This is an optimization exercise on Yosys and OpenROAD, whose aim is small area and a short achievable clock period, not a production implementation.
The RTL was checked by simulation tests, not by an equivalence proof against the original design.
Power is estimated from default activity; no workload was simulated. The clock port is modelled as an ideal driver; clocking choices that lean on that would not hold on a real chip.

==> quartz: inputs <==
==> flow/design.v <==
module bcd_adder100_reg (
    input          clk,
    input  [399:0] a,
    input  [399:0] b,
    input          cin,
    output reg [399:0] sum,
    output reg         cout
);
    reg  [399:0] a_r, b_r;
    reg          cin_r;
    wire [399:0] sum_w;
    wire         cout_w;
    top_module adder (
        .a(a_r),
        .b(b_r),
        .cin(cin_r),
        .cout(cout_w),
        .sum(sum_w)
    );
    always @(posedge clk) begin
        a_r   <= a;
        b_r   <= b;
        cin_r <= cin;
        sum   <= sum_w;
        cout  <= cout_w;
    end
endmodule

module top_module(
    input [399:0] a, b,
    input cin,
    output cout,
    output [399:0] sum );
    wire [100:0] c;
    assign c[0] = cin;
    genvar i;
    generate
        for (i = 0; i < 100; i = i + 1) begin : dig
            bcd_digit d (
                .x(a[4*i+3:4*i]),
                .y(b[4*i+3:4*i]),
                .ci(c[i]),
                .co(c[i+1]),
                .s(sum[4*i+3:4*i])
            );
        end
    endgenerate
    assign cout = c[100];
endmodule
module bcd_digit(
    input [3:0] x, y,
    input ci,
    output co,
    output [3:0] s );
    wire k0 = (x[0] & y[0]) | (ci & (x[0] ^ y[0]));
    wire n0 = x[1] ^ y[1];
    wire h1 = x[1] & y[1];
    wire n1 = x[2] ^ y[2] ^ h1;
    wire h2 = (x[2] & y[2]) | (h1 & (x[2] ^ y[2]));
    wire n2 = x[3] ^ y[3] ^ h2;
    wire n3 = (x[3] & y[3]) | (h2 & (x[3] ^ y[3]));
    wire u  = (x[0] & y[0]) | n1 | n0;
    wire G  = n3 | (n2 & u);
    wire P  = n2 & (x[0] | y[0]);
    assign co = G | (P & ci);
    wire q1 = (n0 & k0) | (co & (n0 ^ k0));
    wire q2 = (n1 & co) | (q1 & (n1 ^ co));
    assign s[0] = x[0] ^ y[0] ^ ci;
    assign s[1] = n0 ^ k0 ^ co;
    assign s[2] = n1 ^ co ^ q1;
    assign s[3] = n2 ^ q2;
endmodule
==> flow/flow/run.sh <==
#!/bin/bash
# Standard synthesis (for the register names), then the adder logic between
# the registers is replaced by the hand-mapped netlist from flow/gen.py, and
# the standard layout runs on it with smaller port buffers and a leaner
# clock tree.
set -euo pipefail
R=orfs/results/sky130hd/bcd_adder100_reg/base
bash standard.sh synth > synth.log 2>&1
cp $R/1_2_yosys.v std_1_2_yosys.v
python3 flow/gen.py $R/1_2_yosys.v > gen.log 2>&1
rm -f $R/1_synth.odb $R/1_synth.sdc
bash standard.sh \
  "BUFFER_PORTS_ARGS=-buffer_cell sky130_fd_sc_hd__buf_1" \
  "CTS_ARGS=-sink_clustering_enable -repair_clock_nets -buf_list sky130_fd_sc_hd__clkbuf_8 -dont_use_dummy_load -sink_clustering_size 20 -sink_clustering_max_diameter 50" \
  finish > finish.log 2>&1
==> flow/flow/gen.py <==
#!/usr/bin/env python3
"""Generate a hand-mapped sky130hd gate-level netlist of bcd_adder100_reg.

Registers are named as the standard Yosys synthesis names them
(\\a_r[i]$_DFF_P_ ...), all sky130_fd_sc_hd__dfxtp_1.  The adder between them is
a ripple of 100 digit cells with a one-level (nand-nand) digit carry chain.
"""
import sys

N = 100
P = 'sky130_fd_sc_hd__'
lines = []
wires = set()
cnt = {}

def w(n):
    wires.add(n)
    return n

def cell(typ, name, **pins):
    cnt[typ] = cnt.get(typ, 0) + 1
    ps = ', '.join('.%s(%s)' % (k, v) for k, v in pins.items())
    lines.append('  %s%s i_%s (%s);' % (P, typ, name, ps))

def esc(n):
    return '\\' + n + ' '

def digit(i, c, co):
    a = ['a_r[%d]' % (4 * i + j) for j in range(4)]
    b = ['b_r[%d]' % (4 * i + j) for j in range(4)]
    s = ['sw[%d]' % (4 * i + j) for j in range(4)]
    p = 'd%d_' % i
    n0, h1, n1, h2, n2, n3 = [w(p + t) for t in ('n0', 'h1', 'n1', 'h2', 'n2', 'n3')]
    k0 = w(p + 'k0')
    # bit 0 with the carry in: s0 and k0, the carry into bit 1
    cell('fa_1', p + 'fa0', A=a[0], B=b[0], CIN=c, SUM=s[0], COUT=k0)
    # n = x[3:1] + y[3:1]
    cell('ha_1', p + 'ha1', A=a[1], B=b[1], SUM=n0, COUT=h1)
    cell('fa_1', p + 'fa2', A=a[2], B=b[2], CIN=h1, SUM=n1, COUT=h2)
    cell('fa_1', p + 'fa3', A=a[3], B=b[3], CIN=h2, SUM=n2, COUT=n3)
    # digit generate G = n3 | n2&(n1|n0|a0&b0), kept inverted; with
    # P' = n2 & (a0|b0) the carry is co = G | P'&c (P' may overlap G)
    u, ng, t, pc = [w(p + t) for t in ('u', 'ng', 't', 'pc')]
    cell('a211o_1', p + 'u', A1=a[0], A2=b[0], B1=n1, C1=n0, X=u)
    cell('a21oi_1', p + 'ng', A1=n2, A2=u, B1=n3, Y=ng)
    cell('o21ai_0', p + 't', A1=a[0], A2=b[0], B1=n2, Y=t)
    # carry: co = ~(ng & ~(P' & c)) = nand(ng, t | ~c)
    cell('nand2b_1', p + 'pc', A_N=t, B=c, Y=pc)
    cell('nand2_1', p + 'co', A=ng, B=pc, Y=co)
    # upper three sum bits: n + k0 + 3*co (mod 8)
    q1, q2 = w(p + 'q1'), w(p + 'q2')
    cell('fa_1', p + 'fs1', A=n0, B=k0, CIN=co, SUM=s[1], COUT=q1)
    cell('fa_1', p + 'fs2', A=n1, B=co, CIN=q1, SUM=s[2], COUT=q2)
    cell('xor2_1', p + 's3', A=n2, B=q2, X=s[3])

def main():
    out = sys.argv[1]
    for i in range(N):
        c = 'cin_r' if i == 0 else w('c%d' % i)
        co = 'cw' if i == N - 1 else w('c%d' % (i + 1))
        digit(i, c, co)
    ff = []
    for k in range(400):
        ff.append('  %sdfxtp_1 %s (.CLK(clk), .D(a[%d]), .Q(a_r[%d]));' % (P, esc('a_r[%d]$_DFF_P_' % k), k, k))
    for k in range(400):
        ff.append('  %sdfxtp_1 %s (.CLK(clk), .D(b[%d]), .Q(b_r[%d]));' % (P, esc('b_r[%d]$_DFF_P_' % k), k, k))
    ff.append('  %sdfxtp_1 %s (.CLK(clk), .D(cin), .Q(cin_r));' % (P, esc('cin_r$_DFF_P_')))
    for k in range(400):
        ff.append('  %sdfxtp_1 %s (.CLK(clk), .D(sw[%d]), .Q(sum[%d]));' % (P, esc('sum[%d]$_DFF_P_' % k), k, k))
    ff.append('  %sdfxtp_1 %s (.CLK(clk), .D(cw), .Q(cout));' % (P, esc('cout$_DFF_P_')))
    with open(out, 'w') as f:
        f.write('module bcd_adder100_reg(clk, a, b, cin, sum, cout);\n')
        f.write('  input clk;\n  input [399:0] a;\n  input [399:0] b;\n  input cin;\n'
                '  output [399:0] sum;\n  output cout;\n')
        f.write('  wire [399:0] a_r;\n  wire [399:0] b_r;\n  wire [399:0] sw;\n  wire cin_r;\n  wire cw;\n')
        for n in sorted(wires):
            f.write('  wire %s;\n' % n)
        f.write('\n'.join(ff) + '\n')
        f.write('\n'.join(lines) + '\n')
        f.write('endmodule\n')
    sys.stderr.write(repr(cnt) + '\n')

main()
==> flow/standard.sh <==
#!/bin/bash
# synth_recipe.tcl (not shown) runs the flow's synth.tcl, then flattens the netlist and writes it again
# the make line also repeats each setting of config.mk as NAME=value (left out here)
make -C /OpenROAD-flow-scripts/flow DESIGN_CONFIG=/design/flow/config.mk WORK_HOME=/design/flow/orfs CLKGATE_MAP_FILE= SYNTH_SCRIPT=/design/flow/synth_recipe.tcl "${@:-finish}"
==> flow/config.mk <==
export PLATFORM = sky130hd
export DESIGN_NAME = bcd_adder100_reg
export DESIGN_NICKNAME = bcd_adder100_reg
export VERILOG_FILES = /design/flow/design.v
export SDC_FILE = /design/flow/constraint.sdc
export NUM_CORES = 4
export LEC_CHECK = 0
export ABC_AREA = 1
export CAP_MARGIN = 20
export CORE_AREA = 5 5 415 415
export CTS_BUF_LIST = sky130_fd_sc_hd__clkbuf_8
export DIE_AREA = 0 0 420 420
export SLEW_MARGIN = 20
==> flow/constraint.sdc <==
create_clock -name core_clock -period 200.0 [get_ports {clk}]
set_input_delay 40.0000 -clock core_clock [delete_from_list [all_inputs] [get_ports {clk}]]
set_output_delay 40.0000 -clock core_clock [all_outputs]
set_load 0.01 [all_outputs]
==> onyx: changes against quartz <==
==> flow/design.v, changed modules only <==
module top_module(
    input [399:0] a, b,
    input cin,
    output cout,
    output [399:0] sum );
    wire [100:0] c;
    assign c[0] = cin;
    genvar i;
    generate
        for (i = 0; i < 100; i = i + 1) begin : dig
            bcd_digit #(.SLOW(i % 10 == 4)) d (
                .x(a[4*i+3:4*i]),
                .y(b[4*i+3:4*i]),
                .ci(c[i]),
                .co(c[i+1]),
                .s(sum[4*i+3:4*i])
            );
        end
    endgenerate
    assign cout = c[100];
endmodule
module bcd_digit #(parameter SLOW = 0) (
    input [3:0] x, y,
    input ci,
    output co,
    output [3:0] s );
    wire k0 = (x[0] & y[0]) | (ci & (x[0] ^ y[0]));
    wire n0 = x[1] ^ y[1];
    wire h1 = x[1] & y[1];
    wire n1 = x[2] ^ y[2] ^ h1;
    wire h2 = (x[2] & y[2]) | (h1 & (x[2] ^ y[2]));
    wire n2 = x[3] ^ y[3] ^ h2;
    wire n3 = (x[3] & y[3]) | (h2 & (x[3] ^ y[3]));
    generate
        if (SLOW) begin : slow
            assign co = n3 | (n2 & (n1 | n0 | k0));
        end else begin : fast
            wire u  = (x[0] & y[0]) | n1 | n0;
            wire G  = n3 | (n2 & u);
            wire P  = n2 & (x[0] | y[0]);
            assign co = G | (P & ci);
        end
    endgenerate
    wire q1 = (n0 & k0) | (co & (n0 ^ k0));
    wire q2 = (n1 & co) | (q1 & (n1 ^ co));
    assign s[0] = x[0] ^ y[0] ^ ci;
    assign s[1] = n0 ^ k0 ^ co;
    assign s[2] = n1 ^ co ^ q1;
    assign s[3] = n2 ^ q2;
endmodule
--- a/flow/flow/run.sh
+++ b/flow/flow/run.sh
@@ -9,7 +9,10 @@
 cp $R/1_2_yosys.v std_1_2_yosys.v
 python3 flow/gen.py $R/1_2_yosys.v > gen.log 2>&1
 rm -f $R/1_synth.odb $R/1_synth.sdc
+# each digit's pins together, in digit order around the die edge
+python3 flow/mkpins.py 412 $(pwd)/pins.tcl > pins.log 2>&1
 bash standard.sh \
+  "IO_CONSTRAINTS=$(pwd)/pins.tcl" \
   "BUFFER_PORTS_ARGS=-buffer_cell sky130_fd_sc_hd__buf_1" \
-  "CTS_ARGS=-sink_clustering_enable -repair_clock_nets -buf_list sky130_fd_sc_hd__clkbuf_8 -dont_use_dummy_load -sink_clustering_size 20 -sink_clustering_max_diameter 50" \
+  "CTS_ARGS=-sink_clustering_enable -repair_clock_nets -buf_list sky130_fd_sc_hd__clkbuf_16 -dont_use_dummy_load -sink_clustering_size 30 -sink_clustering_max_diameter 100" \
   finish > finish.log 2>&1
--- a/flow/flow/gen.py
+++ b/flow/flow/gen.py
@@ -8,6 +8,8 @@
 import sys
 
 N = 100
+# digits whose carry goes through k0 (smaller, slower)
+SLOW = set(range(4, 100, 10))
 P = 'sky130_fd_sc_hd__'
 lines = []
 wires = set()
@@ -38,19 +40,25 @@
     cell('ha_1', p + 'ha1', A=a[1], B=b[1], SUM=n0, COUT=h1)
     cell('fa_1', p + 'fa2', A=a[2], B=b[2], CIN=h1, SUM=n1, COUT=h2)
     cell('fa_1', p + 'fa3', A=a[3], B=b[3], CIN=h2, SUM=n2, COUT=n3)
-    # digit generate G = n3 | n2&(n1|n0|a0&b0), kept inverted; with
-    # P' = n2 & (a0|b0) the carry is co = G | P'&c (P' may overlap G)
-    u, ng, t, pc = [w(p + t) for t in ('u', 'ng', 't', 'pc')]
-    cell('a211o_1', p + 'u', A1=a[0], A2=b[0], B1=n1, C1=n0, X=u)
-    cell('a21oi_1', p + 'ng', A1=n2, A2=u, B1=n3, Y=ng)
-    cell('o21ai_0', p + 't', A1=a[0], A2=b[0], B1=n2, Y=t)
-    # carry: co = ~(ng & ~(P' & c)) = nand(ng, t | ~c)
-    cell('nand2b_1', p + 'pc', A_N=t, B=c, Y=pc)
-    cell('nand2_1', p + 'co', A=ng, B=pc, Y=co)
+    if i in SLOW:
+        # two-level carry through k0: co = n3 | n2&(n1|n0|k0)
+        y = w(p + 'y')
+        cell('o31ai_1', p + 'y', A1=n1, A2=n0, A3=k0, B1=n2, Y=y)
+        cell('nand2b_1', p + 'co', A_N=n3, B=y, Y=co)
+    else:
+        # digit generate G = n3 | n2&(n1|n0|a0&b0), kept inverted; with
+        # P' = n2 & (a0|b0) the carry is co = G | P'&c (P' may overlap G)
+        u, ng, t, pc = [w(p + t) for t in ('u', 'ng', 't', 'pc')]
+        cell('a211o_1', p + 'u', A1=a[0], A2=b[0], B1=n1, C1=n0, X=u)
+        cell('a21oi_1', p + 'ng', A1=n2, A2=u, B1=n3, Y=ng)
+        cell('o21ai_0', p + 't', A1=a[0], A2=b[0], B1=n2, Y=t)
+        # carry: co = ~(ng & ~(P' & c)) = nand(ng, t | ~c)
+        cell('nand2b_1', p + 'pc', A_N=t, B=c, Y=pc)
+        cell('nand2_1', p + 'co', A=ng, B=pc, Y=co)
     # upper three sum bits: n + k0 + 3*co (mod 8)
     q1, q2 = w(p + 'q1'), w(p + 'q2')
     cell('fa_1', p + 'fs1', A=n0, B=k0, CIN=co, SUM=s[1], COUT=q1)
-    cell('fa_1', p + 'fs2', A=n1, B=co, CIN=q1, SUM=s[2], COUT=q2)
+    cell('fa_1', p + 'fs2', A=n1, B=q1, CIN=co, SUM=s[2], COUT=q2)
     cell('xor2_1', p + 's3', A=n2, B=q2, X=s[3])
 
 def main():
==> flow/flow/mkpins.py (new file) <==
#!/usr/bin/env python3
"""Write place_pin commands that put each digit's pins together, in digit
order, around the die edge (bottom left->right, right bottom->top, top
right->left, left top->bottom).  Usage: mkpins.py DIE_SIZE OUT.tcl"""
import sys
D = float(sys.argv[1])
out = sys.argv[2]
M = 8.0            # keep clear of the corners
pins = ['cin']
for i in range(100):
    pins += ['a[%d]' % (4 * i + j) for j in range(4)]
    pins += ['b[%d]' % (4 * i + j) for j in range(4)]
    pins += ['sum[%d]' % (4 * i + j) for j in range(4)]
pins += ['cout']
# the clock in the middle of the bottom edge
pins.insert(len(pins) // 8, 'clk')
n = len(pins)
# pins per edge: the met3 (left/right) edges at two tracks (1.36 um) apart
nside = int((D - 2 * M) / 1.36) - 4
nbt = (n - 2 * nside + 1) // 2
counts = [nbt, nside, n - 2 * nside - nbt, nside]
lines = []
k = 0
for edge, cnt in enumerate(counts):
    L = D - 2 * M
    for j in range(cnt):
        t = (j + 0.5) * L / cnt
        p = pins[k]
        k += 1
        if edge == 0:
            x, y, layer = M + t, 0, 'met2'
        elif edge == 1:
            x, y, layer = D, M + t, 'met3'
        elif edge == 2:
            x, y, layer = D - M - t, D, 'met2'
        else:
            x, y, layer = 0, D - M - t, 'met3'
        if layer == 'met2':
            x = round((x - 0.23) / 0.46) * 0.46 + 0.23
        else:
            y = round((y - 0.34) / 0.68) * 0.68 + 0.34
        lines.append('place_pin -pin_name {%s} -layer %s -location {%.3f %.3f} -force_to_die_boundary' % (p, layer, x, y))
assert k == n
open(out, 'w').write('\n'.join(lines) + '\n')
CORE_AREA = 5 5 407 407   (was 5 5 415 415)
CTS_BUF_LIST = sky130_fd_sc_hd__clkbuf_16   (was sky130_fd_sc_hd__clkbuf_8)
DIE_AREA = 0 0 412 412   (was 0 0 420 420)
==> xenon: changes against quartz <==
==> flow/design.v, changed modules only <==
module bcd_digit(
    input [3:0] x, y,
    input ci,
    output co,
    output [3:0] s );
    wire x0 = x[0] ^ y[0];
    wire g0 = x[0] & y[0];
    wire n0 = x[1] ^ y[1];
    wire h1 = x[1] & y[1];
    wire n1 = x[2] ^ y[2] ^ h1;
    wire h2 = (x[2] & y[2]) | (h1 & (x[2] ^ y[2]));
    wire n2 = x[3] ^ y[3] ^ h2;
    wire n3 = (x[3] & y[3]) | (h2 & (x[3] ^ y[3]));
    wire u  = n1 | n0 | g0;
    wire G  = n3 | (n2 & u);
    wire P  = n2 & x0 & ~n3 & ~u;
    assign co = G | (P & ci);
    wire k0 = g0 | (x0 & ci);
    wire q1 = (n0 & k0) | (co & (n0 ^ k0));
    wire q2 = (n1 & co) | (q1 & (n1 ^ co));
    assign s[0] = x0 ^ ci;
    assign s[1] = n0 ^ k0 ^ co;
    assign s[2] = n1 ^ co ^ q1;
    assign s[3] = n2 ^ q2;
endmodule
--- a/flow/flow/run.sh
+++ b/flow/flow/run.sh
@@ -11,5 +11,5 @@
 rm -f $R/1_synth.odb $R/1_synth.sdc
 bash standard.sh \
   "BUFFER_PORTS_ARGS=-buffer_cell sky130_fd_sc_hd__buf_1" \
-  "CTS_ARGS=-sink_clustering_enable -repair_clock_nets -buf_list sky130_fd_sc_hd__clkbuf_8 -dont_use_dummy_load -sink_clustering_size 20 -sink_clustering_max_diameter 50" \
+  "CTS_ARGS=-sink_clustering_enable -repair_clock_nets -buf_list {sky130_fd_sc_hd__clkbuf_4 sky130_fd_sc_hd__clkbuf_8} -dont_use_dummy_load -sink_clustering_size 16 -sink_clustering_max_diameter 80" \
   finish > finish.log 2>&1
--- a/flow/flow/gen.py
+++ b/flow/flow/gen.py
@@ -30,24 +30,27 @@
     b = ['b_r[%d]' % (4 * i + j) for j in range(4)]
     s = ['sw[%d]' % (4 * i + j) for j in range(4)]
     p = 'd%d_' % i
-    n0, h1, n1, h2, n2, n3 = [w(p + t) for t in ('n0', 'h1', 'n1', 'h2', 'n2', 'n3')]
-    k0 = w(p + 'k0')
-    # bit 0 with the carry in: s0 and k0, the carry into bit 1
-    cell('fa_1', p + 'fa0', A=a[0], B=b[0], CIN=c, SUM=s[0], COUT=k0)
-    # n = x[3:1] + y[3:1]
+    x0, g0, n0, h1, n1, h2, n2, n3 = [w(p + t) for t in
+        ('x0', 'g0', 'n0', 'h1', 'n1', 'h2', 'n2', 'n3')]
+    cell('ha_1', p + 'ha0', A=a[0], B=b[0], SUM=x0, COUT=g0)
     cell('ha_1', p + 'ha1', A=a[1], B=b[1], SUM=n0, COUT=h1)
     cell('fa_1', p + 'fa2', A=a[2], B=b[2], CIN=h1, SUM=n1, COUT=h2)
     cell('fa_1', p + 'fa3', A=a[3], B=b[3], CIN=h2, SUM=n2, COUT=n3)
-    # digit generate G = n3 | n2&(n1|n0|a0&b0), kept inverted; with
-    # P' = n2 & (a0|b0) the carry is co = G | P'&c (P' may overlap G)
-    u, ng, t, pc = [w(p + t) for t in ('u', 'ng', 't', 'pc')]
-    cell('a211o_1', p + 'u', A1=a[0], A2=b[0], B1=n1, C1=n0, X=u)
+    # digit generate G = n3 | n2&(n1|n0|g0), kept inverted; propagate
+    # P = n2 & x0 & ~n3 & ~n1 & ~n0
+    u, ng, t, pp = [w(p + t) for t in ('u', 'ng', 't', 'pp')]
+    cell('or3_1', p + 'u', A=n1, B=n0, C=g0, X=u)
     cell('a21oi_1', p + 'ng', A1=n2, A2=u, B1=n3, Y=ng)
-    cell('o21ai_0', p + 't', A1=a[0], A2=b[0], B1=n2, Y=t)
-    # carry: co = ~(ng & ~(P' & c)) = nand(ng, t | ~c)
-    cell('nand2b_1', p + 'pc', A_N=t, B=c, Y=pc)
+    cell('nand2_1', p + 't', A=n2, B=x0, Y=t)
+    cell('nor3_1', p + 'pp', A=n3, B=u, C=t, Y=pp)
+    # carry: co = ~(ng & ~(pp & c))
+    pc = w(p + 'pc')
+    cell('nand2_1', p + 'pc', A=pp, B=c, Y=pc)
     cell('nand2_1', p + 'co', A=ng, B=pc, Y=co)
-    # upper three sum bits: n + k0 + 3*co (mod 8)
+    # sum digit
+    k0 = w(p + 'k0')
+    cell('xor2_1', p + 's0', A=x0, B=c, X=s[0])
+    cell('a21o_1', p + 'k0', A1=x0, A2=c, B1=g0, X=k0)
     q1, q2 = w(p + 'q1'), w(p + 'q2')
     cell('fa_1', p + 'fs1', A=n0, B=k0, CIN=co, SUM=s[1], COUT=q1)
     cell('fa_1', p + 'fs2', A=n1, B=co, CIN=q1, SUM=s[2], COUT=q2)
==> summary of the runs <==
onyx finished clean. quartz passed the timing, design-rule and antenna checks. xenon finished with timing, DRC and antenna clean. Clock power: quartz > xenon > onyx. Power, highest first: xenon, quartz, onyx. Against quartz, the synthesized cell count of onyx is lower by about 1.2%. The highest final area belongs to xenon, the lowest to onyx. The lowest maximum frequency belongs to quartz, the highest to onyx. Critical path depth is the same in onyx and xenon. Die area: xenon is larger than onyx (about 4%). In xenon the global-route usage is higher than in onyx, by 7.3 points.
==> figures <==
| metric | quartz | xenon | onyx |
|---|---|---|---|
| Share of layout cells above drive strength 1 | 0.0320 | 0.0250 | 0.0127 |
| Fill cells | 17200 | 17200 | 16400 |
| Leak Pwr | 18.0 nW | 19.1 nW | 17.7 nW |
| Die span in y | 420 um | 420 um | 412 um |
| Sequential share of cell area | 0.501 | 0.496 | 0.508 |
| Result of the run | timing/DRC/antenna clean | timing/DRC/antenna clean | timing/DRC/antenna clean |
| Switching power of the nets | 0.192 mW | 0.203 mW | 0.158 mW |
| Final critical-path setup slack | 158.54 ns | 158.55 ns | 158.79 ns |
| Dpl hpwl | 123000 um | 136000 um | 73200 um |
| Total iterations of the first detailed-routing run | 5 | 7 | 4 |
| Worst slew margin | 0.439 | 0.282 | 0.806 |
| GR Util met2 | 0.267 | 0.273 | 0.169 |
| Detailed-routed wire length on met3 | 10800 um | 11900 um | 7160 um |
| Worst vdd ir | 7.47 uV | 8.23 uV | 9.09 uV |
| Multi-input logic area | 0.0150 mm^2 | 0.0158 mm^2 | 0.0149 mm^2 |
| Average footprint of a synthesized cell | 16.3 um^2 | 14.7 um^2 | 16.4 um^2 |
| Post-synth design cell area | 0.0391 mm^2 | 0.0398 mm^2 | 0.0389 mm^2 |

==> what the ideal ports hide <==
The flow's constraints put no driver on any port. The routed layouts listed below were extracted and timed again, unchanged, in two steps.
Step 1 sets driving cells, clkbuf_16 on the clock port and buf_2 on the other inputs (assumed; they add their load-dependent delay and slew).
Step 2 adds t to the input delays and takes it off the output delays; t is the mean of the earliest and latest rising clock arrival at the registers after step 1. Input paths then give back, and output paths get back, about the clock's delay inside the block.
a / b / c = ideal ports / drivers / drivers and shift; a / b = the first two.
| run | shift t [ns] | setup WS [ns] | worst register clock-pin slew, ns |
|---|---|---|---|
| quartz | 0.891 | 158.541 / 158.471 / 159.362 | 0.12 / 0.12 |
| onyx | 0.673 | 158.786 / 158.732 / 159.405 | 0.11 / 0.11 |
| xenon | 0.890 | 158.553 / 158.481 / 159.371 | 0.11 / 0.11 |
After both steps setup and hold are still met in every run listed.
